This is an optimization exercise on Yosys and OpenROAD, whose aim is small area, a short achievable clock period and few clock cycles per item, not a production implementation.
Only simulation tests tie the RTL to the original design; equivalence was not proved.

==> flow/design.v (outline; a module is shown in full before it is edited, if it fits) <==
// module qtwosComp: 23 lines
// module qmult: 45 lines
// module qadd: 46 lines
// module negar: 20 lines
// module qdiv: 52 lines
// module bits2temp1: 86 lines
// module lowpass_filter: 115 lines
// module pt100_temp: 375 lines
// module pt_add13: 45 lines
// module pt_add16: 59 lines
// module pt_add27: 97 lines
// module pt_add28: 103 lines
// module pt_add29: 105 lines
// module pt_add30: 109 lines
// module pt_add35: 129 lines
module pt100_temp (
    input  wire        clk,
    input  wire        rst,
    input  wire        in_valid,
    output wire        in_ready,
    input  wire [11:0] yk,
    output wire        out_valid,
    output wire [27:0] temp,
    output wire [27:0] temp_filt,
    output wire        alarm
    );
  // ...
==> flow/flow/run.sh <==
#!/bin/bash
# The standard layout (standard.sh), with the input and output port
# buffers made of sky130_fd_sc_hd__buf_2 instead of the default cell.
set -euo pipefail
export BUFFER_PORTS_ARGS="-buffer_cell sky130_fd_sc_hd__buf_2"
bash standard.sh > standard_flow.log 2>&1
==> flow/standard.sh <==
#!/bin/bash
# synth_recipe.tcl (not shown) runs the flow's synth.tcl, then flattens the netlist and writes it again
# the make line also repeats each setting of config.mk as NAME=value (left out here)
make -C /OpenROAD-flow-scripts/flow DESIGN_CONFIG=/design/flow/config.mk WORK_HOME=/design/flow/orfs CLKGATE_MAP_FILE= SYNTH_SCRIPT=/design/flow/synth_recipe.tcl "${@:-finish}"
==> flow/config.mk <==
export PLATFORM = sky130hd
export DESIGN_NAME = pt100_temp
export DESIGN_NICKNAME = pt100_temp
export VERILOG_FILES = /design/flow/design.v
export SDC_FILE = /design/flow/constraint.sdc
export NUM_CORES = 4
export LEC_CHECK = 0
export ABC_AREA = 1
export CAP_MARGIN = 60
export CORE_MARGIN = 2
export CORE_UTILIZATION = 60
export PLACE_DENSITY = 0.75
export SLEW_MARGIN = 60
==> flow/constraint.sdc <==
create_clock -name core_clock -period 24.0 [get_ports {clk}]
set_input_delay 4.8000 -clock core_clock [delete_from_list [all_inputs] [get_ports {clk}]]
set_output_delay 4.8000 -clock core_clock [all_outputs]
set_load 0.01 [all_outputs]
==> impl.org, run 1 <==
** Run status
- The run finished with no timing, DRC or antenna violations.

** Layout
- Largest register FFs :: 34
- Area fraction of clock buffers and clock inverters :: 0.0534
- The layout has 75 clock buffers.
- Final core utilization :: 0.658
- Non-clock inverters :: 569
- The biggest slice of the area belongs to multi-input combinational cells.
- Ratio of cells with drive above 1 in the final layout :: 0.0945

** Critical path
- The most critical setup path has its endpoint at temp[18].
- Worst R2R Setup Slack :: 18310 ps

** Synthesis
- Counting every net in the synthesized netlist gives 4597.
- Leading register cell type out of synthesis :: dfxtp_1
- By area the synthesized netlist is led by dfxtp_1 23%, nand2_1 10%, ha_1 9.3%.
- Warnings, synthesis :: 1
- List of most frequent post-synthesis cells :: 867 x nand2_1, 539 x inv_1, 359 x dfxtp_1
- Synth Register Bits :: 448

** Route
- In the final routed layout, each cell accounts on average for 20.8 µm.

** Global routing
- Global-route wire length before repair :: 156000 µm
- GR met1 Demand/Resource :: 0.532
- Pin count of the biggest net entering global routing :: 90

** Clock tree
- Number of buffers inserted for hold repair after clock tree synthesis :: 0

** Floorplanning
- IO Count :: 74
- DIE WIDTH :: 234 µm
Testbench counts, summed over its fixed seeds: cycles 20,678, samples 960.
==> run 2: changes to the inputs <==
==> flow/run.sh (new file) <==
#!/bin/bash
# synth_recipe.tcl (not shown) runs the flow's synth.tcl, then flattens the netlist and writes it again
# the make line also repeats each setting of config.mk as NAME=value (left out here)
make -C /OpenROAD-flow-scripts/flow DESIGN_CONFIG=/design/flow/config.mk WORK_HOME=/design/flow/orfs CLKGATE_MAP_FILE= SYNTH_SCRIPT=/design/flow/synth_recipe.tcl finish
removed: flow/flow/run.sh
removed: flow/standard.sh
==> run 2 against run 1 <==
Design area grew 0.58%. Synthesized cell count is the same. Critical path depth is the same. Wire length grew 1.2%. Global-route usage grew 0.19 points. Synthesized area is the same. Highest routed layer is now met5. Die area is the same. Clock skew grew 6.5 ps. Setup slack lost 360 ps.
==> impl.org, run 2 <==
** Synthesis
- Post-synthesis compound-gate area fraction :: 0.164 (unchanged)
- The register bit total from synthesis is 448 (unchanged).
- The number of nets produced by synthesis was 4597 (unchanged).
- The average instance area after synthesis is 7.59 µm² (unchanged).
- The xor/xnor share of the synthesized area is 0.0278 (unchanged).
- The share of flip-flops with an asynchronous set or reset was 0 (unchanged).
- Leading register cell type out of synthesis :: dfxtp_1 (unchanged)
- The share of synthesized area occupied by flip-flops and latches came to 0.309 (unchanged).
- The area share of the largest cell type after synthesis is 0.226 (unchanged).
- The multiplexer area fraction after synthesis came to 0 (unchanged).
- List of most frequent post-synthesis cells: 867 x nand2_1, 539 x inv_1, 359 x dfxtp_1 (unchanged).
- The number of distinct library cells after synthesis is 72 (unchanged).
- The cell with the most instances after synthesis was nand2_1 (unchanged).
- Warnings, synthesis :: 1 (unchanged)
- Synthesized-area fraction occupied by and/or/nand/nor cells :: 0.221 (unchanged)
- Number of instances in the synthesized netlist :: 4197 (unchanged)
- Top cell type by total area after synthesis :: dfxtp_1 (unchanged)
- Dominant cells by area after synthesis: dfxtp_1 23%, nand2_1 10%, ha_1 9.3% (unchanged).
- The combinational family with the most area after synthesis is simple AND/OR/NAND/NOR gates (unchanged).
- The cell area after synthesis was 31900 µm² (unchanged).
- Fraction of the mapped netlist area in adder cells :: 0.186 (unchanged)
- Number of enable-type register cells in the synthesized netlist :: 89 (unchanged)

** Critical path
- Slowest cell on the critical path :: clkdlybuf4s50_1 (was edfxtp_1)
- Critical R2R Launch :: ACC[28] (unchanged)
- Worst reg2reg endpoint :: T[16] (was Py[16])
- Maximum fanout along the worst path :: 3 (unchanged)
- Largest delay contributor family on the critical path :: buffers and inverters (was flip-flops)
- CP required :: 19200 ps (about the same)
- Number of buffers and inverters on the critical path :: 1 (unchanged)
- The data arrival time at the worst-slack endpoint came to 1650 ps (was 1290 ps).
- CP cell instances: clkdlybuf4s50_1 (was buf_2).
- Worst reg2reg path depth :: 31 (was 33)
- The startpoint-to-endpoint class of the critical path is reg2out (unchanged).
- The critical path capture point type is an output port (unchanged).
- The setup slack of the most critical reg-to-reg path was 18190 ps (was 18310 ps).
- The startpoint kind of the worst setup timing path is a register (unchanged).
- Largest incremental delay on the critical path :: 580 ps (was 490 ps)

** Global routing
- Pin count of the biggest net entering global routing :: 90 (unchanged)
- Aggregate global routing overflow :: 0 (unchanged)
- The wire length of the first global-routing pass was 155000 µm (was 156000 µm).
- Vias in the first global route :: 26500 (was 26900)
- Overall global routing resource usage :: 0.373 (was 0.371)
- Number of antenna violations at the first check in global routing :: 0 (unchanged)

** Clock tree
- Postcts setup bufs :: 0 (unchanged)
- The CTS buffer count came to 49 (was 50).
- The clock tree root buffer cell was clkbuf_16 (unchanged).
- The clock network latency to the later pin of the worst-skew pair is 630 ps (was 620 ps).
- CTS sink count :: 448 (unchanged)
- The quantity of gates resized following cts was 0 (unchanged).
- The number of buffers added to fix hold violations after cts was 0 (unchanged).
- The clock transition at the registers of the reported paths is 60 ps (about the same).
- CTS tree :: yes (unchanged)
- The number of H-tree branching levels was 2 (unchanged).
- The buffer depth of the longest clock path was 3 (unchanged).

** Layout
- Largest register FFs :: 34 (unchanged)
- Area growth from synthesis to layout :: 9.17% (was 8.54%)
- Most used cells in the layout excluding fill and tap cells :: 860 x nand2_1, 526 x inv_1, 359 x dfxtp_1 (was 860 x nand2_1, 527 x inv_1, 358 x dfxtp_1)
- Ratio of cells with drive above 1 in the final layout :: 0.0766 (was 0.0945)
- Number of antenna cells inserted :: 0 (was 2)
- The largest register by flop count was XB (unchanged).
- Final core utilization :: 0.662 (was 0.658)
- The number of nets at the end of the flow is 4588 (was 4593).
- The number of fill cells came to 4653 (was 4589).
- Top Registers :: XB x34, XA x30, ACC x29 (unchanged)
- Most common cell after layout, fill and taps aside :: nand2_1 (unchanged)

** Timing
- Unrepaired setup endpoints after global routing :: false (unchanged)
- Final Setup Violations :: 0 (unchanged)
- Final period demand of the worst path :: 6450 ps (was 6090 ps)
- Setup clock skew after layout :: 32.4 ps (was 25.8 ps)
- The max-slew violation count is 0 (unchanged).
- The total negative setup slack came to 0 ps (unchanged).
- The ratio of final minimum period to clock period was 0.269 (was 0.254).
- The upper clock frequency limit was 155 MHz (was 164 MHz).
- Tightest hold margin :: 329 ps (was 327 ps)
- The headroom to the max-slew limit came to 0.565 (was 0.542).
- Least-Margin Pin Slew :: 652 ps (was 680 ps)
- Hold Fails Final Rpt :: 0 (unchanged)

** Route
- Vias per Instance :: 5.97 (about the same)
- The count of TritonRoute iterations in the first routing pass is 6 (was 8).
- The average wire per cell in the routed design came to 21.0 µm (was 20.8 µm).
- The antenna violation net count after detailed routing came to 0 (unchanged).
- The detailed-route wire length is 103000 µm (was 102000 µm).
- The count of vias placed by the detailed router came to 29400 (about the same).
- Remaining DRCs :: 0 (unchanged)
- Iteration-0 DRC Markers :: 3562 (was 3886)

** Placement
- HPWL reported at the end of detailed placement :: 77700 µm (was 76700 µm)
- The placer's final routability congestion estimate was 1.04 (was 1.02).
- The port buffer count is 73 (unchanged).

** Floorplanning
- The horizontal die dimension came to 234 µm (unchanged).
- The top-level port count came to 74 (unchanged).
- Starting Density :: 0.606 (unchanged)
- Placeable core region :: 52600 µm² (unchanged)
- Number of placement rows :: 84 (unchanged)
- DIE AREA :: 55000 µm² (unchanged)
- The die outline height came to 234 µm (unchanged).

** Hold path
- Worst hold path stage count :: 0 (unchanged)
- The launch instance of the worst min-delay path is f_rs[0] (unchanged).
- WHS Endpoint :: rs[0] (unchanged)
- The type of the tightest min-delay check is reg2reg (unchanged).

** Job
- The max capacitance violation total was 0 (unchanged).

** Run status
- Status: complete, no violations (unchanged).
run 2: cell count changes in the layout (fill, tap and decap cells not counted), moves of 3 or more:
cell,previous run,this run
buf_2,74,0
clkdlybuf4s50_1,0,73
clkbuf_8,10,5
clkinvlp_4,1,4
bufinv_16,6,3
clkinv_1,7,10
buf_6,6,3
clkinv_2,9,16
run 2: logic make-up after synthesis:
family	after synthesis
DFF	448
and+or+nand+nor	1641
adders and majority gates	385
AOI/OAI and AO/OA	892
xor gates and xnor gates	101
buffers and inverters	730
run 2: layout make-up:
cell class	count	area [µm²]	share of cell area
Tap cell	688	861	0.0248
Timing Repair Buffer	101	980	0.0282
Inverter	569	2160	0.0620
Clock inverter	27	260	0.00748
Clock buffer	65	1420	0.0409
Multi-Input combinational cell	3019	19200	0.553
Sequential cell	448	9860	0.283
run 2: metal layers:
layer  track usage  wire length [µm]
met5        0.0152               110
met4         0.139              3790
met3         0.102             12600
met2         0.527             42400
met1         0.540             44600
run 2: worst max-delay path by stage:
stage | cells after the start | slack, ps | from | endpoint
final | 1 | 17550 | T[7] | temp[7]
after floorplan | 1 | 18670 | T[19] | temp[19]
after CTS | 1 | 17540 | T[20] | temp[20]
after global placement | 1 | 18200 | T[20] | temp[20]
after global routing | 1 | 17520 | T[20] | temp[20]
after detailed placement | 1 | 18200 | T[20] | temp[20]
run 2: through the flow:
stage	std cells	cell area, µm²	setup slack [ps]
CTS	4915	34800	17540
detailed placement	4823	33100	18200
finish	4917	34800	17550
global placement	4819	32900	18200
floorplan	4197	31900	18670
global route	4917	34800	17520
==> module pt100_temp, before the edit <==
module pt100_temp (
    input  wire        clk,
    input  wire        rst,
    input  wire        in_valid,
    output wire        in_ready,
    input  wire [11:0] yk,
    output wire        out_valid,
    output wire [27:0] temp,
    output wire [27:0] temp_filt,
    output wire        alarm
    );
localparam [26:0] C1 = 27'd40662109;     
localparam [26:0] HT = 27'd2457600;
localparam S_IDLE = 3'd0, S_D2 = 3'd1, S_T2 = 3'd2, S_T3 = 3'd3, S_D3 = 3'd4;
reg        rst_r;     
reg [2:0]  state;
reg [11:0] ybuf;      
reg        yv;
reg [27:0] P;         
reg [26:0] D;         
reg [27:0] Q;         
reg [5:0]  cnt;       
reg [15:0] KM;        
reg        dsign;     
reg        rdy;       
assign in_ready = rdy;
wire accept = in_valid & rdy;
wire [26:0] de1 = {D[26:15], D[14:0] & KM[15:1]};
wire [26:0] de2 = {D[26:15], D[14:0] & KM[14:0]};
reg nb1, nb2;
always @* begin
    nb1 = 1'b0; nb2 = 1'b0;
    if (state == S_D2) begin
        case (cnt)
        6'd31, 6'd33: nb1 = 1'b1;
        default: nb1 = 1'b0;
        endcase
        nb2 = (cnt == 6'd35);            
    end else if (state == S_D3) begin
        case (cnt)
        6'd21, 6'd23: nb1 = 1'b1;
        default: nb1 = 1'b0;
        endcase
        nb2 = (cnt == 6'd19);            
    end
end
wire [28:0] X = {P, nb1};
wire [27:0] s1;
wire        q1;
pt_add28 u_s1 (.a(P), .b(~{1'b0, de1}), .ci(1'b1), .s(s1), .co(q1));
wire [28:0] sA;
wire        qa;
pt_add29 u_sa (.a(X), .b(~{2'b0, de2}), .ci(1'b1), .s(sA), .co(qa));
wire [29:0] bx = {1'b0, X};
wire [29:0] by = ~{2'b0, de1, 1'b0};
wire [29:0] bz = ~{3'b0, de2};
wire [29:0] bs = bx ^ by ^ bz;
wire [29:0] bc = (bx & by) | (bx & bz) | (by & bz);
wire [29:0] sB;
wire        cB;
pt_add30 u_sb (.a(bs), .b({bc[28:0], 1'b1}), .ci(1'b1), .s(sB), .co(cB));
wire        q2  = q1 ? ~sB[29] : qa;
wire [26:0] r2  = q1 ? (q2 ? sB[26:0] : {s1[25:0], nb1})
                     : (q2 ? sA[26:0] : X[26:0]);
wire [27:0] pn  = {r2, nb2};
wire        last = (cnt == 6'd1);
wire [1:0]  km_in = {cnt >= 6'd17, cnt >= 6'd19};
reg [5:0]  p0_2;
reg [27:0] pi_2;
always @* begin
    casez (V1[16:5])
    12'b1???????????: begin p0_2 = 6'd23; pi_2 = 28'd38528; end
    12'b01??????????: begin p0_2 = 6'd23; pi_2 = 28'd38528; end
    12'b001?????????: begin p0_2 = 6'd25; pi_2 = 28'd9632;  end
    12'b0001????????: begin p0_2 = 6'd25; pi_2 = 28'd9632;  end
    12'b00001???????: begin p0_2 = 6'd27; pi_2 = 28'd2408;  end
    12'b000001??????: begin p0_2 = 6'd27; pi_2 = 28'd2408;  end
    12'b0000001?????: begin p0_2 = 6'd29; pi_2 = 28'd602;   end
    12'b00000001????: begin p0_2 = 6'd29; pi_2 = 28'd602;   end
    12'b000000001???: begin p0_2 = 6'd31; pi_2 = 28'd150;   end
    12'b0000000001??: begin p0_2 = 6'd31; pi_2 = 28'd150;   end
    12'b00000000001?: begin p0_2 = 6'd33; pi_2 = 28'd37;    end
    12'b000000000001: begin p0_2 = 6'd33; pi_2 = 28'd37;    end
    default:          begin p0_2 = 6'd35; pi_2 = 28'd9;     end
    endcase
end
wire [26:0] m5;
wire        m5c;
pt_add27 u_m5 (.a(Q[26:0]), .b({Q[24:0], 2'b00}), .ci(1'b0), .s(m5), .co(m5c));
wire [27:0] e;
wire        ec;
pt_add28 u_e (.a({1'b0, D}), .b(dsign ? 28'd32932 : 28'hfff7f5c), .ci(1'b0), .s(e), .co(ec));
wire        en  = ~dsign & e[27];
wire [15:0] eneg;
wire        enc;
pt_add16 u_en (.a(~e[15:0]), .b(16'd0), .ci(1'b1), .s(eneg), .co(enc));
wire [26:0] dm  = en ? {11'd0, eneg} : e[26:0];
wire        ds  = ~dsign & ~en & (e[26:0] != 27'd0);
reg [5:0]  p0_3;
reg [27:0] pi_3;
reg [15:0] km_3;
always @* begin
    km_3 = 16'hffff;
    casez (e[26:10] & {17{~en}})
    17'b1????????????????: begin p0_3 = 6'd11; pi_3 = 28'd105908800; km_3 = 16'hffe0; end
    17'b01???????????????: begin p0_3 = 6'd13; pi_3 = 28'd26477200; km_3 = 16'hfff8; end
    17'b001??????????????: begin p0_3 = 6'd13; pi_3 = 28'd26477200; km_3 = 16'hfff8; end
    17'b0001?????????????: begin p0_3 = 6'd15; pi_3 = 28'd6619300; km_3 = 16'hfffe; end
    17'b00001????????????: begin p0_3 = 6'd15; pi_3 = 28'd6619300; km_3 = 16'hfffe; end
    17'b000001???????????: begin p0_3 = 6'd17; pi_3 = 28'd1654825; end
    17'b0000001??????????: begin p0_3 = 6'd17; pi_3 = 28'd1654825; end
    17'b00000001?????????: begin p0_3 = 6'd19; pi_3 = 28'd413706; end
    17'b000000001????????: begin p0_3 = 6'd19; pi_3 = 28'd413706; end
    17'b0000000001???????: begin p0_3 = 6'd21; pi_3 = 28'd103426; end
    17'b00000000001??????: begin p0_3 = 6'd21; pi_3 = 28'd103426; end
    17'b000000000001?????: begin p0_3 = 6'd23; pi_3 = 28'd25856; end
    17'b0000000000001????: begin p0_3 = 6'd23; pi_3 = 28'd25856; end
    17'b00000000000001???: begin p0_3 = 6'd25; pi_3 = 28'd6464; end
    17'b000000000000001??: begin p0_3 = 6'd25; pi_3 = 28'd6464; end
    17'b0000000000000001?: begin p0_3 = 6'd27; pi_3 = 28'd1616; end
    17'b00000000000000001: begin p0_3 = 6'd27; pi_3 = 28'd1616; end
    default:               begin p0_3 = 6'd29; pi_3 = 28'd404; end
    endcase
    if (en) begin p0_3 = 6'd23; pi_3 = 28'd25856; km_3 = 16'hffff; end
end
localparam U_IDLE = 2'd0, U_RUN = 2'd1, U_DONE = 2'd2;
reg [1:0]  ust;
reg [26:0] P1;
reg [16:0] V1;        
reg [3:0]  c1;        
wire [11:0] y1  = (ybuf == 12'd0) ? 12'd1 : ybuf;
wire [12:0] yd;
wire        q16;
pt_add13 u_yd (.a({1'b0, y1}), .b(~13'd2482), .ci(1'b1), .s(yd), .co(q16));
integer k;
reg [14:0] km1;
always @* begin
    for (k = 0; k < 15; k = k + 1)
        km1[k] = (c1 >= 15 - k);
end
wire [26:0] de0 = {C1[26:15], C1[14:0] & km1};
wire [26:0] s0;
wire        q0;
pt_add27 u_s0 (.a(P1), .b(~de0), .ci(1'b1), .s(s0), .co(q0));
wire [25:0] r0  = q0 ? s0[25:0] : P1[25:0];
wire startm = ((state == S_IDLE) | ((state == S_D3) & last)) & (ust == U_DONE);
wire start1 = yv & ((ust == U_IDLE) | ((ust == U_DONE) & startm));
wire tload  = (state == S_D3) & last;
wire yv_n = ~rst_r & (accept | (yv & ~start1));
always @(posedge clk) begin
    rst_r <= rst;
    rdy   <= ~(yv_n | rst);
    if (~yv) ybuf <= yk;
    yv    <= yv_n;
    if (rst_r) begin
        state <= S_IDLE;
        ust   <= U_IDLE;
    end else begin
        if (start1)
            ust <= U_RUN;
        else if (ust == U_RUN) begin
            if (c1 == 4'd0) ust <= U_DONE;
        end else if (startm)
            ust <= U_IDLE;
        if (startm)
            state <= S_D2;
        else begin
            case (state)
            S_D2: if (last) state <= S_T2;
            S_T2: state <= S_T3;
            S_T3: state <= S_D3;
            S_D3: if (last) state <= S_IDLE;
            default: ;
            endcase
        end
    end
end
always @(posedge clk) begin
    P1 <= start1 ? (q16 ? {yd[11:0], 15'd5958} : {y1, 15'd0}) : {r0, 1'b0};
    c1 <= start1 ? 4'd15 : c1 - 4'd1;
    if (start1)
        V1 <= {16'd0, q16};
    else if (ust == U_RUN)
        V1 <= {V1[15:0], q0};
    P   <= startm ? pi_2 : (state == S_T3) ? pi_3 : pn;
    cnt <= startm ? p0_2 : (state == S_T3) ? p0_3 : cnt - 6'd2;
    KM  <= startm ? 16'hffff : (state == S_T3) ? km_3 : {KM[13:0], km_in};
    Q   <= (startm | (state == S_T3)) ? 28'd0 : {Q[25:0], q1, q2};
    if (startm)
        D <= {10'd0, V1};
    else if (state == S_T2)
        D <= m5;
    else if (state == S_T3)
        D <= dm;
    if (state == S_T2)
        dsign <= Q[27];
    else if (state == S_T3)
        dsign <= ds;
end
reg [27:0] T;         
reg        alarm_r;
reg [27:0] TF;        
reg [27:0] U1;        
reg [27:0] UA;        
reg [16:0] Py;        
reg [14:0] v4p;       
reg [28:0] ACC;
reg        sticky;
reg [3:0]  fpc;       
reg        frun;
reg [3:0]  epc;       
reg        erun;
reg        ovr;
assign temp      = T;
assign alarm     = alarm_r;
assign temp_filt = TF;
assign out_valid = ovr;
localparam SRC_T = 3'd0, SRC_PY = 3'd1, SRC_V4 = 3'd2, SRC_UA = 3'd3,
           SRC_U1 = 3'd4, SRC_TF = 3'd5;
reg [2:0] f_src;
reg [2:0] f_ma, f_mb;
reg [1:0] f_sa;       
reg [2:0] f_sb;       
reg [1:0] f_rs;       
reg       f_acc;
reg       f_wr;
reg       f_abs;      
always @* begin
    f_src = SRC_T; f_ma = 3'd0; f_mb = 3'd0; f_sa = 2'd0; f_sb = 3'd0;
    f_rs = 2'd0; f_acc = 1'b1; f_wr = 1'b0; f_abs = 1'b0;
    case (fpc)
    4'd0:  begin f_src = SRC_T;  f_acc = 1'b0; f_ma = 3'd1; f_mb = 3'd2; f_sb = 3'd3; f_rs = 2'd1; end  
    4'd1:  begin f_src = SRC_T;  f_ma = 3'd2; f_sa = 2'd2; f_mb = 3'd2; f_sb = 3'd4; f_rs = 2'd2; end    
    4'd2:  begin f_src = SRC_T;  f_ma = 3'd1; f_sa = 2'd2; f_mb = 3'd1; f_sb = 3'd5; end                
    4'd3:  begin f_src = SRC_TF; f_acc = 1'b0; f_ma = 3'd3; f_mb = 3'd3; f_sb = 3'd0; f_rs = 2'd1; end  
    4'd4:  begin f_src = SRC_TF; f_ma = 3'd3; f_mb = 3'd4; f_sb = 3'd2; f_rs = 2'd2; end                
    4'd5:  begin f_src = SRC_TF; f_ma = 3'd3; f_wr = 1'b1; end
    4'd6:  begin f_src = SRC_T;  f_acc = 1'b0; f_ma = 3'd3; f_sa = 2'd2; f_rs = 2'd3; end
    4'd7:  begin f_src = SRC_PY; f_ma = 3'd1; end
    4'd8:  begin f_src = SRC_UA; f_ma = 3'd2; f_wr = 1'b1; end
    4'd9:  begin f_abs = 1'b1; end                                                                  
    4'd10: begin f_src = SRC_T;  f_acc = 1'b0; f_ma = 3'd4; f_mb = 3'd3; f_sb = 3'd1; f_rs = 2'd3; end
    4'd11: begin f_src = SRC_V4; f_ma = 3'd1; end
    4'd12: begin f_src = SRC_TF; f_acc = 1'b0; f_ma = 3'd3; f_mb = 3'd3; f_sb = 3'd1; f_rs = 2'd1; end  
    4'd13: begin f_src = SRC_TF; f_ma = 3'd4; f_mb = 3'd3; f_sb = 3'd2; f_rs = 2'd2; end                
    4'd14: begin f_src = SRC_TF; f_ma = 3'd4; f_sa = 2'd1; f_wr = 1'b1; end
    4'd15: begin f_src = SRC_U1; f_ma = 3'd1; f_wr = 1'b1; end
    default: ;
    endcase
end
reg [27:0] fv;        
reg        fsg;       
always @* begin
    case (f_src)
    SRC_T:   begin fv = {1'b0, T[26:0]};   fsg = T[27];  end
    SRC_PY:  begin fv = {{11{Py[16]}}, Py}; fsg = 1'b0;  end
    SRC_V4:  begin fv = {{13{v4p[14]}}, v4p}; fsg = 1'b0; end
    SRC_UA:  begin fv = UA;                fsg = 1'b0;   end
    SRC_U1:  begin fv = U1;                fsg = 1'b0;   end
    default: begin fv = {1'b0, TF[26:0]};  fsg = TF[27]; end
    endcase
end
function opneg(input [2:0] m, input sg);
    opneg = (m == 3'd2) | ((m == 3'd3) & sg) | ((m == 3'd4) & ~sg);
endfunction
wire [34:0] fsv = {{7{fv[27]}}, fv};
reg  [34:0] foa, fob;
always @* begin
    case (f_sa)
    2'd1:    foa = {fsv[33:0], 1'b0};
    2'd2:    foa = {fsv[32:0], 2'b00};
    default: foa = fsv;
    endcase
    case (f_sb)
    3'd0:    fob = {fsv[32:0], 2'd0};
    3'd1:    fob = {fsv[31:0], 3'd0};
    3'd2:    fob = {fsv[30:0], 4'd0};
    3'd3:    fob = {fsv[28:0], 6'd0};
    3'd4:    fob = {fsv[27:0], 7'd0};
    default: fob = {fsv[26:0], 8'd0};
    endcase
end
wire fna = opneg(f_ma, fsg);
wire fnb = opneg(f_mb, fsg);
reg [34:0] XA, XB;    
reg        ca, cb;    
reg [1:0]  rs;
reg        useacc;
reg        wr;
reg        absop;
wire        nbase = absop & ACC[28];
wire [34:0] xc = useacc ? ({{6{ACC[28]}}, ACC} ^ {35{nbase}}) : 35'd0;
wire        cx = (epc == 4'd2) & T[27] & sticky;
wire [34:0] cs = XA ^ XB ^ xc;
wire [34:0] cc = (XA & XB) | (XA & xc) | (XB & xc);
wire [34:0] sum;
wire        sco;
pt_add35 u_alu (.a(cs), .b({cc[33:0], ca | nbase}), .ci(cb | cx), .s(sum), .co(sco));
reg [28:0] shr;
reg        lost;
always @* begin
    lost = 1'b0;
    case (rs)
    2'd1:    begin shr = sum[34:6]; lost = |sum[5:0]; end
    2'd2:    begin shr = {{3{sum[34]}}, sum[34:9]}; lost = |sum[8:0]; end
    2'd3:    shr = {{9{sum[34]}}, sum[34:15]};
    default: shr = sum[28:0];
    endcase
end
localparam [28:0] KW = 29'h18000000;
wire [28:0] ea = cs[28:0];
wire [28:0] eb = {cc[27:0], ca | nbase};
wire [28:0] ecr = {(ea[27:0] & eb[27:0]) | ((ea[27:0] ^ eb[27:0]) & ~KW[27:0]),
                   cb | cx};
wire        eqk = ~|(ea ^ eb ^ KW ^ ecr);
reg [28:0] res;
always @* begin
    res = shr;
    if (wr) begin
        if (shr[28:27] == 2'b01)      res[27] = 1'b0;
        else if (shr[28:27] == 2'b10) res[27] = 1'b1;
        if (eqk) res = 29'd0;
    end
end
wire [26:0] tgt;
wire        tgtc;
pt_add27 u_ht (.a(T[26:0]), .b(~HT), .ci(1'b0), .s(tgt), .co(tgtc));    
always @(posedge clk) begin
    if (rst_r) begin
        frun <= 1'b0; erun <= 1'b0; ovr <= 1'b0;
        TF <= 28'd0; UA <= 28'd0; Py <= 17'd0; v4p <= 15'd0;
    end else begin
        ovr  <= erun & absop & ~rst;
        if (tload)
            frun <= 1'b1;
        else if (fpc == 4'd15)
            frun <= 1'b0;
        erun <= frun & ~tload;
        if (tload)
            T <= {~dsign | Q[25], Q[24:0], q1, q2};
        else if (erun && epc == 4'd2)
            T[26:0] <= res[26:0];
        if (erun) begin
            case (epc)
            4'd5: U1 <= res[27:0];
            4'd7: Py <= ACC[16:0];
            4'd9: begin
                TF      <= {ACC[28], res[26:0]};
                alarm_r <= T[27] | tgtc;
            end
            4'd11: begin Py <= res[16:0]; v4p <= Py[14:0]; end
            4'd15: UA <= res[27:0];
            default: ;
            endcase
        end
    end
end
always @(posedge clk) begin
    fpc    <= tload ? 4'd0 : fpc + 4'd1;
    XA     <= (f_ma == 3'd0) ? 35'd0 : (foa ^ {35{fna}});
    XB     <= (f_mb == 3'd0) ? 35'd0 : (fob ^ {35{fnb}});
    ca     <= (f_ma != 3'd0) & fna;
    cb     <= (f_mb != 3'd0) & fnb;
    epc    <= fpc;
    rs     <= f_rs;
    useacc <= f_acc;
    wr     <= f_wr;
    absop  <= f_abs;
    ACC    <= res;
    if (epc == 4'd0)
        sticky <= lost;
    else if (epc == 4'd1)
        sticky <= sticky | lost;
end
endmodule
==> run 3: changes to the inputs <==
--- a/flow/design.v
+++ b/flow/design.v
@@ -660,23 +660,6 @@
 endfunction
-wire [34:0] fsv = {{7{fv[27]}}, fv};
-reg  [34:0] foa, fob;
-always @* begin
-    case (f_sa)
-    2'd1:    foa = {fsv[33:0], 1'b0};
-    2'd2:    foa = {fsv[32:0], 2'b00};
-    default: foa = fsv;
-    endcase
-    case (f_sb)
-    3'd0:    fob = {fsv[32:0], 2'd0};
-    3'd1:    fob = {fsv[31:0], 3'd0};
-    3'd2:    fob = {fsv[30:0], 4'd0};
-    3'd3:    fob = {fsv[28:0], 6'd0};
-    3'd4:    fob = {fsv[27:0], 7'd0};
-    default: fob = {fsv[26:0], 8'd0};
-    endcase
-end
-wire fna = opneg(f_ma, fsg);
-wire fnb = opneg(f_mb, fsg);
-reg [34:0] XA, XB;    
-reg        ca, cb;    
+reg [27:0] OPR;       
+reg        ena, enb, na, nb;
+reg [1:0]  sa;
+reg [2:0]  sb;
 reg [1:0]  rs;
@@ -685,2 +668,23 @@
 reg        absop;
+wire [34:0] sv = {{7{OPR[27]}}, OPR};
+reg  [34:0] oa, ob;
+always @* begin
+    case (sa)
+    2'd1:    oa = {sv[33:0], 1'b0};
+    2'd2:    oa = {sv[32:0], 2'b00};
+    default: oa = sv;
+    endcase
+    case (sb)
+    3'd0:    ob = {sv[32:0], 2'd0};
+    3'd1:    ob = {sv[31:0], 3'd0};
+    3'd2:    ob = {sv[30:0], 4'd0};
+    3'd3:    ob = {sv[28:0], 6'd0};
+    3'd4:    ob = {sv[27:0], 7'd0};
+    default: ob = {sv[26:0], 8'd0};
+    endcase
+end
+wire [34:0] xa = ena ? (oa ^ {35{na}}) : 35'd0;
+wire [34:0] xb = enb ? (ob ^ {35{nb}}) : 35'd0;
+wire        ca = ena & na;
+wire        cb = enb & nb;
 wire        nbase = absop & ACC[28];
@@ -688,4 +692,4 @@
 wire        cx = (epc == 4'd2) & T[27] & sticky;
-wire [34:0] cs = XA ^ XB ^ xc;
-wire [34:0] cc = (XA & XB) | (XA & xc) | (XB & xc);
+wire [34:0] cs = xa ^ xb ^ xc;
+wire [34:0] cc = (xa & xb) | (xa & xc) | (xb & xc);
 wire [34:0] sum;
@@ -754,6 +758,9 @@
     fpc    <= tload ? 4'd0 : fpc + 4'd1;
-    XA     <= (f_ma == 3'd0) ? 35'd0 : (foa ^ {35{fna}});
-    XB     <= (f_mb == 3'd0) ? 35'd0 : (fob ^ {35{fnb}});
-    ca     <= (f_ma != 3'd0) & fna;
-    cb     <= (f_mb != 3'd0) & fnb;
+    OPR    <= fv;
+    ena    <= f_ma != 3'd0;
+    enb    <= f_mb != 3'd0;
+    na     <= opneg(f_ma, fsg);
+    nb     <= opneg(f_mb, fsg);
+    sa     <= f_sa;
+    sb     <= f_sb;
     epc    <= fpc;
==> flow/flow/run.sh (new file) <==
#!/bin/bash
# The standard layout (standard.sh), with the input and output port
# buffers made of sky130_fd_sc_hd__buf_2 instead of the default cell.
set -euo pipefail
export BUFFER_PORTS_ARGS="-buffer_cell sky130_fd_sc_hd__buf_2"
bash standard.sh > standard_flow.log 2>&1
==> flow/standard.sh (new file) <==
#!/bin/bash
# synth_recipe.tcl (not shown) runs the flow's synth.tcl, then flattens the netlist and writes it again
# the make line also repeats each setting of config.mk as NAME=value (left out here)
make -C /OpenROAD-flow-scripts/flow DESIGN_CONFIG=/design/flow/config.mk WORK_HOME=/design/flow/orfs CLKGATE_MAP_FILE= SYNTH_SCRIPT=/design/flow/synth_recipe.tcl "${@:-finish}"
removed: flow/run.sh
==> run 3 against run 2 <==
Highest routed layer unchanged. Maximum frequency shrank 2.5%. Critical path type is now reg2reg. Synthesized cell count shrank 3.6%. Clock-buffer cell count shrank 8. Setup slack lost 160 ps. First-iteration DRC count shrank 8.9%. Synthesized area shrank 3.3%. Wire length shrank 4.7%. Clock skew shrank 12 ps. Sequential cell count shrank 29.
==> impl.org, run 3 <==
** Run status
- Status :: complete, no violations (unchanged)

** Layout
- Ratio of cells with drive above 1 in the final layout :: 0.0846 (was 0.0766)
- The post-synthesis to final-layout area growth is 8.76% (was 9.17%).
- The antenna cell count is 0 (unchanged).
- Most used cells in the layout excluding fill and tap cells: 792 x nand2_1, 517 x inv_1, 332 x o21ai_0 (was 860 x nand2_1, 526 x inv_1, 359 x dfxtp_1).
- The number of flip-flops in the largest register came to 29 (was 34).
- The largest register by flop count is ACC (was XB).
- The commonest non-fill, non-tap cell in the layout is nand2_1 (unchanged).
- Layout Cells excl Fill :: 4757 (was 4917)
- The number of fill cells came to 4482 (was 4653).
- The share of the core filled with cells in the final layout came to 0.657 (was 0.662).
- Net count reported at finish :: 4438 (was 4588)

** Floorplanning
- Starting Density :: 0.604 (was 0.606)
- IO Count :: 74 (unchanged)
- Number of placement rows :: 83 (was 84)
- DIE AREA :: 53200 µm² (was 55000 µm²)
- Die H :: 231 µm (was 234 µm)
- Placeable core region :: 51000 µm² (was 52600 µm²)
- DIE WIDTH :: 231 µm (was 234 µm)

** Critical path
- Maximum fanout along the worst path :: 18 (was 3)
- CP required :: 24530 ps (was 19200 ps)
- Data arrival time of the worst path :: 7150 ps (was 1650 ps)
- Worst reg2reg path depth :: 25 (was 31)
- The cell at the slowest stage of the critical path is fa_1 (was clkdlybuf4s50_1).
- Largest incremental delay on the critical path :: 700 ps (was 580 ps)
- The startpoint kind of the worst setup timing path was a register (unchanged).
- The cell that appears most often on the critical path is nand2_1.
- The sum of buffers and inverters on the critical path came to 3 (was 1).
- Crit Path Class :: reg2reg (was reg2out)
- Worst setup EP type :: register (was output port)
- Stages on worst setup path :: 25 (was 1)
- Largest delay contributor family on the critical path :: compound AO/OA/AOI/OAI gates (was buffers and inverters)

** Timing
- The headroom to the max-slew limit came to 0.572 (was 0.565).
- The minimum setup slack in the final design is 17380 ps (was 17550 ps).
- Fin Setup TNS :: 0 ps (unchanged)
- Tightest hold margin :: 325 ps (was 329 ps)
- Final period demand of the worst path :: 6620 ps (was 6450 ps)
- The ratio of final minimum period to clock period was 0.276 (was 0.269).
- Unrepaired setup endpoints after global routing: false (unchanged).
- Hold Fails Final Rpt :: 0 (unchanged)
- The final number of setup-violating endpoints came to 0 (unchanged).
- Max Slew Vio Count :: 0 (unchanged)
- The upper clock frequency limit was 151 MHz (was 155 MHz).
- Setup clock skew after layout :: 20.6 ps (was 32.4 ps)
- The slew of the pin with the lowest slew margin came to 642 ps (was 652 ps).

** Route
- Iteration-0 DRC Markers :: 3246 (was 3562)
- Routed wire per std cell :: 20.7 µm (was 21.0 µm)
- The ratio of routed vias to standard cells came to 5.98 (was 5.97).
- The antenna violation net count after detailed routing came to 0 (unchanged).
- Number of optimization iterations in the first detailed-route pass :: 7 (was 6)
- The count of unresolved DRC violations after routing came to 0 (unchanged).
- The count of vias placed by the detailed router came to 28400 (was 29400).
- The detailed-route wire length is 98600 µm (was 103000 µm).

** Synthesis
- Top cell type by total area after synthesis :: dfxtp_1 (unchanged)
- The share of synthesized area occupied by flip-flops and latches was 0.301 (was 0.309).
- Number of enable-type register cells in the synthesized netlist :: 89 (unchanged)
- The number of distinct library cells after synthesis was 69 (was 72).
- Asr flop ratio synth :: 0 (unchanged)
- The gate count after technology mapping was 4044 (was 4197).
- The average instance area after synthesis came to 7.62 µm² (was 7.59 µm²).
- List of most frequent post-synthesis cells: 795 x nand2_1, 528 x inv_1, 333 x o21ai_0 (was 867 x nand2_1, 539 x inv_1, 359 x dfxtp_1).
- Dominant cells by area after synthesis :: dfxtp_1 21%, nand2_1 9.7%, ha_1 9.7% (was dfxtp_1 23%, nand2_1 10%, ha_1 9.3%)
- Leading register cell type out of synthesis :: dfxtp_1 (unchanged)
- The number of nets produced by synthesis is 4444 (was 4597).
- Synth Register Bits :: 419 (was 448)
- The cell area after synthesis is 30800 µm² (was 31900 µm²).
- The cell with the most instances after synthesis is nand2_1 (unchanged).
- The number of synthesis warnings came to 1 (unchanged).
- Share of the synthesized area in the top cell type :: 0.214 (was 0.226)

** Hold path
- The type of the tightest min-delay check is reg2reg (unchanged).
- The cell depth of the worst hold path came to 0 (unchanged).

** Clock tree
- The clock tree root buffer cell was clkbuf_16 (unchanged).
- The CTS buffer count is 47 (was 49).
- Postcts setup bufs :: 0 (unchanged)
- The clock network latency to the later pin of the worst-skew pair is 610 ps (was 630 ps).
- The quantity of gates resized following cts is 0 (unchanged).
- The number of buffers added to fix hold violations after cts was 0 (unchanged).
- CTS sink count :: 419 (was 448)
- CTS tree :: yes (unchanged)
- Max Buffers Root-to-Sink :: 3 (unchanged)
- Htree depth :: 2 (unchanged)
- The clock transition at the registers of the reported paths was 60 ps (about the same).

** Placement
- The placed cell count was 4668 (was 4823).
- The worst setup timing slack at the placement stage was 17590 ps (was 18200 ps).
- The placer's final routability congestion estimate is 1.03 (was 1.04).
- HPWL reported at the end of detailed placement :: 73800 µm (was 77700 µm)
- Number of input and output port buffers inserted :: 73 (unchanged)

** Global routing
- The number of global-route vias before repair came to 27000 (was 26500).
- The pin count of the biggest net entering global routing was 90 (unchanged).
- The total global routing overflow is 0 (unchanged).
- Number of antenna violations at the first check in global routing :: 3 (was 0)
- The wire length of the first global-routing pass came to 152000 µm (was 155000 µm).
- Overall global routing resource usage :: 0.368 (was 0.373)

** Job
- The max capacitance violation total was 0 (unchanged).
## run 3: changes by cell type in the layout (fill, tap and decap cells not counted), moves of 22 or more
cell / change
o21ai_0: +84
buf_2: +73
clkdlybuf4s50_1: -73
nor2_1: -72
nand2_1: -68
o21ai_1: -36
dfxtp_1: -31
nand3_1: +26
a21oi_1: -22
o21a_1: -22
## run 3: final timing paths
kind,to,slack [ps],start
worst max-delay path,Py[13],17380,sb[1]
worst min-delay path,sa[0],320,f_sa[0]
worst max register to register,Py[13],17380,sb[1]
worst min register to register,sa[0],320,f_sa[0]
## run 3: worst register-to-register path, stage by stage (launching register included)
cell	delay, ps
dfxtp_1	330
inv_1	190
nand2_2	140
nor2_2	440
clkinv_1	610
o22ai_1	350
a21oi_1	60
a32oi_1	220
xor2_1	100
nor2_1	190
fa_1	490
ha_1	390
a21o_1	200
nand2_1	50
nand2_1	50
a21oi_1	130
nand2_1	160
a31oi_1	400
o21bai_1	200
fa_1	700
a221oi_1	150
a22oi_1	450
nand2_1	230
inv_1	140
nand2_1	60
a31oi_1	130
## run 3: cell type report
class                           instances  area (µm²)  area share
Multi-Input combinational cell       2900       18900       0.564
Sequential cell                       419        9280       0.277
Inverter                              555        2090      0.0624
Clock buffer                           57        1290      0.0384
Tap cell                              680         851      0.0254
Timing Repair Buffer                  115         708      0.0211
Clock inverter                         31         405      0.0121
## run 3: metrics by stage
stage / cell area (µm²)
4_1_cts: 33500
3_5_place_dp: 31800
5_1_grt: 33500
3_3_place_gp: 31600
6_report: 33500
2_1_floorplan: 30800
## run 3: routing by layer
metal,vias up,global-route usage,part of all wire
met3,301,0.0581,0.086
met1,13200,0.480,0.40
li1,13500,-,-
met5,-,0,0.00031
met4,6,0.178,0.052
met2,1412,0.597,0.46
## run 3: logic make-up after synthesis
| logic type | share of synthesized area |
|---|---|
| buf+inv | 0.0910 |
| flops | 0.301 |
| compound gates | 0.178 |
| simple gates | 0.203 |
| xor+xnor | 0.0341 |
| fa+ha+maj | 0.192 |
Testbench counts of run 3, summed over its fixed seeds: cycles 20,678, samples 960.
==> run 4: changes to the inputs <==
==> flow/flow/run.sh (replaced) <==
#!/bin/bash
# The standard layout (standard.sh), with the input and output port
# buffers made of sky130_fd_sc_hd__buf_2 instead of the default cell, and
# timing repair asked to leave 17.8 ns of setup slack (a 6.2 ns target) on
# the design's own 24 ns clock and constraints.
set -euo pipefail
export BUFFER_PORTS_ARGS="-buffer_cell sky130_fd_sc_hd__buf_2"
export SETUP_SLACK_MARGIN=17.8
bash standard.sh > standard_flow.log 2>&1
==> run 4 against run 3 <==
Worst hold slack about the same. Sequential cell count unchanged. Still clean. Critical path depth down 24. Clock skew up 1.7 ps. Die area unchanged. Non-clock buffer count up 12. Wire length up 0.17%. Core utilization up 0.37 points. Maximum frequency up 7.4%.
==> impl.org, run 4 <==
** Timing
- The ratio of final minimum period to clock period was 0.257 (was 0.276).
- Final Setup Violations :: 0 (unchanged)
- Max Slew Vio Count :: 0 (unchanged)
- Setup clock skew after layout :: 22.3 ps (was 20.6 ps)
- Final period demand of the worst path :: 6160 ps (was 6620 ps)
- The headroom to the max-slew limit was 0.567 (was 0.572).
- Unrepaired setup endpoints after global routing :: false (unchanged)
- Tightest hold margin :: 324 ps (was 325 ps)
- The minimum setup slack in the final design is 17840 ps (was 17380 ps).
- The total negative setup slack came to 0 ps (unchanged).
- Hold Fails Final Rpt :: 0 (unchanged)
- The slew of the pin with the lowest slew margin is 649 ps (was 642 ps).
- Highest clock frequency the design can meet :: 162 MHz (was 151 MHz)

** Synthesis
- The combinational family with the most area after synthesis was simple AND/OR/NAND/NOR gates (unchanged).
- Top cell type by total area after synthesis :: dfxtp_1 (unchanged)
- The simple-gate area share of the yosys netlist was 0.203 (unchanged).
- Post-synthesis compound-gate area fraction :: 0.178 (unchanged)
- Dominant cells by area after synthesis: dfxtp_1 21%, nand2_1 9.7%, ha_1 9.7% (unchanged).
- The number of nets produced by synthesis was 4444 (unchanged).
- The share of synthesized area occupied by flip-flops and latches is 0.301 (unchanged).
- The multiplexer area fraction after synthesis is 0 (unchanged).
- The number of distinct library cells after synthesis was 69 (unchanged).
- Fraction of the mapped netlist area in adder cells :: 0.192 (unchanged)
- List of most frequent post-synthesis cells: 795 x nand2_1, 528 x inv_1, 333 x o21ai_0 (unchanged).
- The share of flip-flops with an asynchronous set or reset came to 0 (unchanged).
- Share of the synthesized area in the top cell type :: 0.214 (unchanged)
- The register bit total from synthesis was 419 (unchanged).
- The gate count after technology mapping was 4044 (unchanged).
- The number of synthesis warnings was 1 (unchanged).
- Post-Synthesis Mean Instance Area :: 7.62 µm² (unchanged)
- The xor/xnor share of the synthesized area came to 0.0341 (unchanged).
- The cell with the most instances after synthesis is nand2_1 (unchanged).
- The number of enable-type register cells in the synthesized netlist came to 89 (unchanged).
- Synth Cell Area :: 30800 µm² (unchanged)
- The main flop type after synthesis was dfxtp_1 (unchanged).

** Route
- The average wire per cell in the routed design is 20.7 µm (about the same).
- Antenna violation net count after detailed routing :: 0 (unchanged)
- Number of optimization iterations in the first detailed-route pass :: 6 (was 7)
- Total wire length :: 98700 µm (was 98600 µm)
- The ratio of routed vias to standard cells is 6.02 (was 5.98).
- The number of violations reported at the end of detailed-routing iteration 0 came to 3281 (was 3246).
- The count of unresolved DRC violations after routing came to 0 (unchanged).
- Via Count :: 28700 (was 28400)

** Critical path
- Number of buffers and inverters on the critical path :: 1 (was 3)
- The delay of the slowest critical-path stage was 540 ps (was 700 ps).
- The cell at the slowest stage of the critical path was edfxtp_1 (was fa_1).
- CP cell instances :: buf_2
- The cell type group with the largest total delay on the critical path is flip-flops (was compound AO/OA/AOI/OAI gates).
- Maximum fanout along the worst path :: 3 (was 18)
- The startpoint-to-endpoint class of the critical path is reg2out (was reg2reg).
- Type of origin of the critical path :: register (unchanged)
- The data arrival time at the worst-slack endpoint was 1360 ps (was 7150 ps).
- Worst setup EP type :: output port (was register)
- The data required time at the worst endpoint came to 19200 ps (was 24530 ps).

** Clock tree
- Max Buffers Root-to-Sink :: 3 (unchanged)
- Insertion delay to the later sink of the worst-skew pair :: 610 ps (about the same)
- The CTS buffer count came to 47 (unchanged).
- Htree depth :: 2 (unchanged)
- The clock tree from TritonCTS is yes (unchanged).
- The clock transition at the registers of the reported paths came to 60 ps (about the same).
- Clock root buffer :: clkbuf_16 (unchanged)
- The number of clock sinks is 419 (unchanged).

** Placement
- HPWL reported at the end of detailed placement :: 73800 µm (unchanged)
- The placer's final routability congestion estimate came to 1.03 (unchanged).
- The instance area after placement is 31800 µm² (unchanged).
- Setup slack after placement :: 17590 ps (unchanged)
- Number of input and output port buffers inserted :: 73 (unchanged)

** Layout
- Net count reported at finish :: 4451 (was 4438)
- Ratio of cells with drive above 1 in the final layout :: 0.0905 (was 0.0846)
- The final design instance area without fill is 33700 µm² (was 33500 µm²).
- Combined area of the multi-input logic cells :: 19000 µm² (was 18900 µm²)
- The largest register by flop count was ACC (unchanged).
- Largest register FFs :: 29 (unchanged)
- Most common cell after layout, fill and taps aside :: nand2_1 (unchanged)
- Sequential cell area in the final layout :: 9290 µm² (was 9280 µm²)
- The number of fill cells was 4469 (was 4482).
- The antenna cell count is 0 (unchanged).
- Most used cells in the layout excluding fill and tap cells: 792 x nand2_1, 515 x inv_1, 332 x o21ai_0 (was 792 x nand2_1, 517 x inv_1, 332 x o21ai_0).
- Area growth from synthesis to layout :: 9.37% (was 8.76%)

** Global routing
- The pin count of the biggest net entering global routing was 90 (unchanged).
- The total global routing overflow came to 0 (unchanged).
- The overall track demand over capacity in global routing is 0.368 (about the same).
- The wire length of the first global-routing pass came to 152000 µm (about the same).
- Number of antenna violations at the first check in global routing :: 4 (was 3)
- The number of global-route vias before repair was 27000 (about the same).

** Run status
- Status: complete, no violations (unchanged).

** Job
- Maxcap violations :: 0 (unchanged)

** Floorplanning
- The site row count was 83 (unchanged).
- The horizontal die dimension is 231 µm (unchanged).
- The total core area is 51000 µm² (unchanged).
- DIE AREA :: 53200 µm² (unchanged)
- The die outline height came to 231 µm (unchanged).
- Starting Density :: 0.604 (unchanged)
- The top-level port count came to 74 (unchanged).

** Hold path
- Worst min-delay path class :: reg2reg (unchanged)
## run 4: cells by family after synthesis
kind of cell / Yosys count
buffers and inverters: 725
adder cells (fa/ha/maj): 385
XOR/XNOR: 120
flip-flops: 419
AND/OR/NAND/NOR: 1463
AO/OA/AOI/OAI: 932
## run 4: timing repair
| item | CTS | global route |
|---|---|---|
| gates cloned | 0 | 1 |
| setup buffers | 0 | 12 |
| pin swaps | 0 | 5 |
| hold buffers | 0 | 0 |
| endpoints found under the setup margin | 32 | 114 |
| endpoints found under the hold margin | 0 | 0 |
| gates resized for setup | 3 | 20 |
## run 4: worst paths after layout
check        startpoint  endpoint  slack [ps]  cells past startpoint
max               T[16]  temp[16]       17840                      1
min             f_sa[0]     sa[0]         320                      0
max reg2reg       sb[0]     T[11]       18160                     24
min reg2reg     f_sa[0]     sa[0]         320                      0
## run 4: area by class of cell
| class | instances | area share |
|---|---|---|
| tap | 680 | 0.0253 |
| sequential | 419 | 0.276 |
| clock buffer | 57 | 0.0382 |
| timing repair inverter | 1 | 0.000149 |
| inverter | 555 | 0.0623 |
| timing repair buffer | 127 | 0.0238 |
| clock inverter | 31 | 0.0120 |
| multi-input combinational | 2900 | 0.563 |
## run 4: stage by stage
step                      std cells   util
after global routing           4770  0.661
after global placement         4664  0.620
after detailed placement       4668  0.623
after CTS                      4756  0.657
after floorplan                4044      -
final                          4770  0.661
## run 4: routing by layer
metal  GRT usage  wire [µm]  vias up
met4       0.178       5180        6
li1            -          -    13500
met1       0.481      39600    13400
met2       0.597      45200     1475
met5           0         32        -
met3      0.0582       8710      312
==> run 5: changes to the inputs <==
--- a/flow/design.v
+++ b/flow/design.v
@@ -408,5 +408,7 @@
 localparam [26:0] HT = 27'd2457600;
-localparam S_IDLE = 3'd0, S_D2 = 3'd1, S_T2 = 3'd2, S_T3 = 3'd3, S_D3 = 3'd4;
+localparam S_IDLE = 2'd0, S_D2 = 2'd1, S_D3 = 2'd2;
 reg        rst_r;     
-reg [2:0]  state;
+reg [1:0]  state;
+reg [3:0]  fpc;       
+reg        frun;
 reg [11:0] ybuf;      
@@ -481,9 +483,13 @@
 end
+reg [26:0] G;
+reg        gsf;       
+reg        dsg;       
+reg [1:0]  bst;
 wire [26:0] m5;
 wire        m5c;
-pt_add27 u_m5 (.a(Q[26:0]), .b({Q[24:0], 2'b00}), .ci(1'b0), .s(m5), .co(m5c));
+pt_add27 u_m5 (.a(G), .b({G[24:0], 2'b00}), .ci(1'b0), .s(m5), .co(m5c));
 wire [27:0] e;
 wire        ec;
-pt_add28 u_e (.a({1'b0, D}), .b(dsign ? 28'd32932 : 28'hfff7f5c), .ci(1'b0), .s(e), .co(ec));
-wire        en  = ~dsign & e[27];
+pt_add28 u_e (.a({1'b0, G}), .b(gsf ? 28'd32932 : 28'hfff7f5c), .ci(1'b0), .s(e), .co(ec));
+wire        en  = ~gsf & e[27];
 wire [15:0] eneg;
@@ -492,3 +498,3 @@
 wire [26:0] dm  = en ? {11'd0, eneg} : e[26:0];
-wire        ds  = ~dsign & ~en & (e[26:0] != 27'd0);
+wire        ds  = ~gsf & ~en & (e[26:0] != 27'd0);
 reg [5:0]  p0_3;
@@ -498,3 +504,3 @@
     km_3 = 16'hffff;
-    casez (e[26:10] & {17{~en}})
+    casez (G[26:10])
     17'b1????????????????: begin p0_3 = 6'd11; pi_3 = 28'd105908800; km_3 = 16'hffe0; end
@@ -518,3 +524,2 @@
     endcase
-    if (en) begin p0_3 = 6'd23; pi_3 = 28'd25856; km_3 = 16'hffff; end
 end
@@ -540,5 +545,9 @@
 wire [25:0] r0  = q0 ? s0[25:0] : P1[25:0];
-wire startm = ((state == S_IDLE) | ((state == S_D3) & last)) & (ust == U_DONE);
+wire d2end  = (state == S_D2) & last;
+wire d3end  = (state == S_D3) & last;
+wire aluok  = ~frun | (fpc >= 4'd10);
+wire start3 = (((state == S_IDLE) & (ust == U_IDLE) & aluok) | d2end) & (bst == 2'd3);
+wire startm = ((state == S_IDLE) | d3end) & (ust == U_DONE);
 wire start1 = yv & ((ust == U_IDLE) | ((ust == U_DONE) & startm));
-wire tload  = (state == S_D3) & last;
+wire tload  = d3end;
 wire yv_n = ~rst_r & (accept | (yv & ~start1));
@@ -552,2 +561,3 @@
         ust   <= U_IDLE;
+        bst   <= 2'd0;
     end else begin
@@ -559,13 +569,14 @@
             ust <= U_IDLE;
-        if (startm)
+        if (start3)
+            state <= S_D3;
+        else if (startm)
             state <= S_D2;
-        else begin
-            case (state)
-            S_D2: if (last) state <= S_T2;
-            S_T2: state <= S_T3;
-            S_T3: state <= S_D3;
-            S_D3: if (last) state <= S_IDLE;
-            default: ;
-            endcase
-        end
+        else if (last)
+            state <= S_IDLE;
+        if (d2end)
+            bst <= 2'd1;
+        else if (bst == 2'd1 || bst == 2'd2)
+            bst <= bst + 2'd1;
+        else if (start3)
+            bst <= 2'd0;
     end
@@ -579,16 +590,20 @@
         V1 <= {V1[15:0], q0};
-    P   <= startm ? pi_2 : (state == S_T3) ? pi_3 : pn;
-    cnt <= startm ? p0_2 : (state == S_T3) ? p0_3 : cnt - 6'd2;
-    KM  <= startm ? 16'hffff : (state == S_T3) ? km_3 : {KM[13:0], km_in};
-    Q   <= (startm | (state == S_T3)) ? 28'd0 : {Q[25:0], q1, q2};
-    if (startm)
+    P   <= start3 ? pi_3 : startm ? pi_2 : pn;
+    cnt <= start3 ? p0_3 : startm ? p0_2 : cnt - 6'd2;
+    KM  <= start3 ? km_3 : startm ? 16'hffff : {KM[13:0], km_in};
+    Q   <= (start3 | startm) ? 28'd0 : {Q[25:0], q1, q2};
+    if (start3) begin
+        D     <= G;
+        dsign <= dsg;
+    end else if (startm)
         D <= {10'd0, V1};
-    else if (state == S_T2)
-        D <= m5;
-    else if (state == S_T3)
-        D <= dm;
-    if (state == S_T2)
-        dsign <= Q[27];
-    else if (state == S_T3)
-        dsign <= ds;
+    if (d2end) begin
+        G   <= {Q[24:0], q1, q2};
+        gsf <= Q[25];
+    end else if (bst == 2'd1)
+        G   <= m5;
+    else if (bst == 2'd2) begin
+        G   <= dm;
+        dsg <= ds;
+    end
 end
@@ -603,4 +618,2 @@
 reg        sticky;
-reg [3:0]  fpc;       
-reg        frun;
 reg [3:0]  epc;       
==> run 5 against run 4 <==
Worst hold slack better by 2.2 ps. Largest cell class unchanged. Wire length up 1.8%. Synthesized cell count up 4.0%. Still clean on timing, DRC and antenna. Clock skew up 8.1 ps. Sequential share of layout area up 1.8 points. Via count up 3.8%.
==> impl.org, run 5 <==
** Run status
- Status: complete, no violations (unchanged).

** Synthesis
- Synth Register Bits :: 447 (was 419)
- Number of instances in the synthesized netlist :: 4204 (was 4044)
- The share of flip-flops with an asynchronous set or reset came to 0 (unchanged).
- List of most frequent post-synthesis cells: 865 x nand2_1, 557 x inv_1, 343 x o21ai_0 (was 795 x nand2_1, 528 x inv_1, 333 x o21ai_0).
- The cell with the most instances after synthesis is nand2_1 (unchanged).
- Combinational family with the most area after synthesis :: simple AND/OR/NAND/NOR gates (unchanged)
- Post-synthesis sequential area ratio :: 0.317 (was 0.301)
- Mux cell area share after synthesis :: 0 (unchanged)
- Top cell type by total area after synthesis :: dfxtp_1 (unchanged)
- The simple-gate area share of the yosys netlist was 0.202 (was 0.203).
- Leading register cell type out of synthesis :: dfxtp_1 (unchanged)
- Area share of xor/xnor cells in the synthesized design :: 0.0313 (was 0.0341)
- The post-synthesis compound-gate area fraction is 0.173 (was 0.178).
- The cell area after synthesis was 32200 µm² (was 30800 µm²).
- The number of enable-type register cells in the synthesized netlist was 128 (was 89).
- The number of nets produced by synthesis came to 4608 (was 4444).
- The number of distinct library cells after synthesis came to 68 (was 69).
- Dominant cells by area after synthesis: dfxtp_1 20%, edfxtp_1 12%, nand2_1 10% (was dfxtp_1 21%, nand2_1 9.7%, ha_1 9.7%).
- The number of synthesis warnings came to 1 (unchanged).
- The adder-cell share of the synthesized area came to 0.185 (was 0.192).
- The average instance area after synthesis is 7.66 µm² (was 7.62 µm²).
- Share of the synthesized area in the top cell type :: 0.198 (was 0.214)

** Floorplanning
- DIE WIDTH :: 236 µm (was 231 µm)
- IO Count :: 74 (unchanged)
- The effective utilization at floorplan came to 0.609 (was 0.604).
- DIE AREA :: 55600 µm² (was 53200 µm²)
- Number of placement rows :: 84 (was 83)
- Placeable core region :: 52900 µm² (was 51000 µm²)
- The die outline height came to 236 µm (was 231 µm).

** Timing
- The total negative setup slack is 0 ps (unchanged).
- Unrepaired setup endpoints after global routing :: true (was false)
- The slew of the pin with the lowest slew margin was 587 ps (was 649 ps).
- The headroom to the max-slew limit came to 0.606 (was 0.567).
- The upper clock frequency limit was 162 MHz (about the same).
- The number of hold violations in the final report is 0 (unchanged).
- The final number of setup-violating endpoints is 0 (unchanged).
- Final period demand of the worst path :: 6190 ps (was 6160 ps)
- Fin crit share :: 0.258 (was 0.257)
- The max-slew violation count was 0 (unchanged).
- The clock tree skew after final layout was 30.3 ps (was 22.3 ps).

** Clock tree
- Clock transition at the register clock pins on the worst setup and hold paths after CTS :: 60 ps (about the same)
- CTS tree :: yes (unchanged)
- The CTS buffer count is 50 (was 47).
- Max Buffers Root-to-Sink :: 3 (unchanged)
- Clock root buffer :: clkbuf_16 (unchanged)
- Insertion delay to the later sink of the worst-skew pair :: 650 ps (was 610 ps)
- The number of H-tree branching levels came to 2 (unchanged).
- The number of buffers added to fix hold violations after cts was 0 (unchanged).
- CTS sink count :: 447 (was 419)

** Placement
- Area after DPL :: 33000 µm² (was 31800 µm²)
- The port buffer count came to 73 (unchanged).
- HPWL reported at the end of detailed placement :: 74300 µm (was 73800 µm)
- Cell Count Post-Placement :: 4825 (was 4668)
- Routability-driven placement congestion ratio :: 0.980 (was 1.03)

** Layout
- The number of fill cells was 4618 (was 4469).
- Number of antenna cells inserted :: 0 (unchanged)
- The proportion of layout cells with a drive suffix above 1 came to 0.0763 (was 0.0905).
- The commonest non-fill, non-tap cell in the layout is nand2_1 (unchanged).
- Most used cells in the layout excluding fill and tap cells :: 861 x nand2_1, 550 x inv_1, 342 x o21ai_0 (was 792 x nand2_1, 515 x inv_1, 332 x o21ai_0)
- The number of nets at the end of the flow was 4599 (was 4451).
- The largest register by flop count is ACC (unchanged).
- Largest register FFs :: 29 (unchanged)
- The post-synthesis to final-layout area growth was 8.32% (was 9.37%).
- Layout Cells excl Fill :: 4924 (was 4770)
- The final design instance area without fill came to 34900 µm² (was 33700 µm²).

** Route
- Routed wire per std cell :: 20.4 µm (was 20.7 µm)
- Via Count :: 29800 (was 28700)
- Total wire length :: 101000 µm (was 98700 µm)
- Antenna violation net count after detailed routing :: 0 (unchanged)
- Remaining DRCs :: 0 (unchanged)
- The count of TritonRoute iterations in the first routing pass came to 7 (was 6).
- The number of violations reported at the end of detailed-routing iteration 0 is 4023 (was 3281).
- Vias per Instance :: 6.05 (was 6.02)

** Global routing
- The total global routing overflow was 0 (unchanged).
- Pin count of the biggest net entering global routing :: 73 (was 90)
- Global-route wire length before repair :: 156000 µm (was 152000 µm)
- The initial antenna violation count came to 3 (was 4).
- The overall track demand over capacity in global routing was 0.357 (was 0.368).
- Vias in the first global route :: 27400 (was 27000)

** Critical path
- Crit Path Class :: reg2out (unchanged)
- Largest incremental delay on the critical path :: 540 ps (about the same)
- CP cell instances :: buf_2 (unchanged)
- The cell type group with the largest total delay on the critical path is flip-flops (unchanged).
- The cell at the slowest stage of the critical path is edfxtp_1 (unchanged).
- The data required time at the worst endpoint was 19200 ps (about the same).
- The sum of buffers and inverters on the critical path came to 1 (unchanged).
- Maximum fanout along the worst path :: 3 (unchanged)
- The origin of the worst setup path is T[9] (was T[16]).
- The startpoint kind of the worst setup timing path is a register (unchanged).
- Data arrival time of the worst path :: 1390 ps (was 1360 ps)
- The critical path capture point type is an output port (unchanged).
- The launching point of the worst reg2reg path is sb[1] (was sb[0]).

** Hold path
- The launch instance of the worst min-delay path was f_rs[0] (was f_sa[0]).
- Worst min-delay path class :: reg2reg (unchanged)

** Job
- The max capacitance violation total was 0 (unchanged).
-- run 5: cell type report --
class | instances | area (µm²) | share of cell area
repair buffers | 112 | 691 | 0.0198
well taps | 688 | 861 | 0.0247
clock inverters | 28 | 317 | 0.00907
multi-input cells | 2999 | 19200 | 0.550
clock buffers | 65 | 1380 | 0.0395
inverters | 585 | 2210 | 0.0635
flip-flops and latches | 447 | 10200 | 0.293
-- run 5: path summary, 6_finish.rpt --
| path | cells after the start | slack (ps) | end |
|---|---|---|---|
| max | 1 | 17810 | temp[9] |
| min | 0 | 330 | rs[0] |
| max reg2reg | 28 | 18230 | Py[10] |
| min reg2reg | 0 | 330 | rs[0] |
-- run 5: stage by stage --
stage,hold WS (ps),utilization,worst slack [ps]
6_report,327,0.660,17810
2_1_floorplan,310,-,18650
3_3_place_gp,310,0.623,17890
3_5_place_dp,313,0.625,18010
4_1_cts,326,0.657,17820
5_1_grt,341,0.660,17770
-- run 5: logic make-up after synthesis --
kind of cell,after synthesis
AO/OA/AOI/OAI,967
XOR/XNOR,115
adder cells (fa/ha/maj),389
buffers and inverters,758
flip-flops,447
AND/OR/NAND/NOR,1528
-- run 5: metal layers --
metal	wire length, µm	track usage	share of wire	up-vias
met5	0	0	0	-
li1	-	-	-	14000
met4	2900	0.102	0.029	0
met1	43600	0.532	0.43	13900
met2	41100	0.512	0.41	1707
met3	12900	0.0872	0.13	207
-- run 5: repair_timing --
action / CTS / global route
setup buffers: 0 / 5
endpoints found under the hold margin: 0 / 0
resized for setup: 0 / 12
setup endpoints to repair: 0 / 43
Testbench counts of run 5, summed over its fixed seeds: cycles 18,885, samples 960.

-- re-timing with driven ports --
How much do the figures lean on ideal ports? The routed layouts below were timed once more, with nothing changed but the port constraints. Step 1 sets driving cells, clkbuf_16 on the clock port and buf_2 on the other inputs (assumed; they add their load-dependent delay and slew). Step 2, shift: input delay + t, output delay - t, t = (earliest + latest rising clock arrival at the registers) / 2. This alone moves slack from input paths to output paths. Slacks: ideal ports / drivers / drivers and shift; pairs: ideal ports / drivers.
run	t (ns)	setup slack, ns	worst hold slack (ns)	clock arrival spread, ns	cell pins on the clock port's net
run 1	0.672	17.908 / 17.843 / 18.310	0.327 / 0.327 / 0.327	0.026 / 0.026	1
run 2	0.677	17.549 / 17.487 / 18.156	0.329 / 0.329 / 0.329	0.033 / 0.033	1
run 3	0.662	17.385 / 17.385 / 17.385	0.325 / 0.325 / 0.325	0.022 / 0.022	1
run 4	0.657	17.843 / 17.783 / 18.162	0.324 / 0.324 / 0.324	0.023 / 0.023	1
run 5	0.692	17.814 / 17.752 / 18.233	0.327 / 0.327 / 0.327	0.033 / 0.033	1
After both steps every run listed still meets setup and hold.
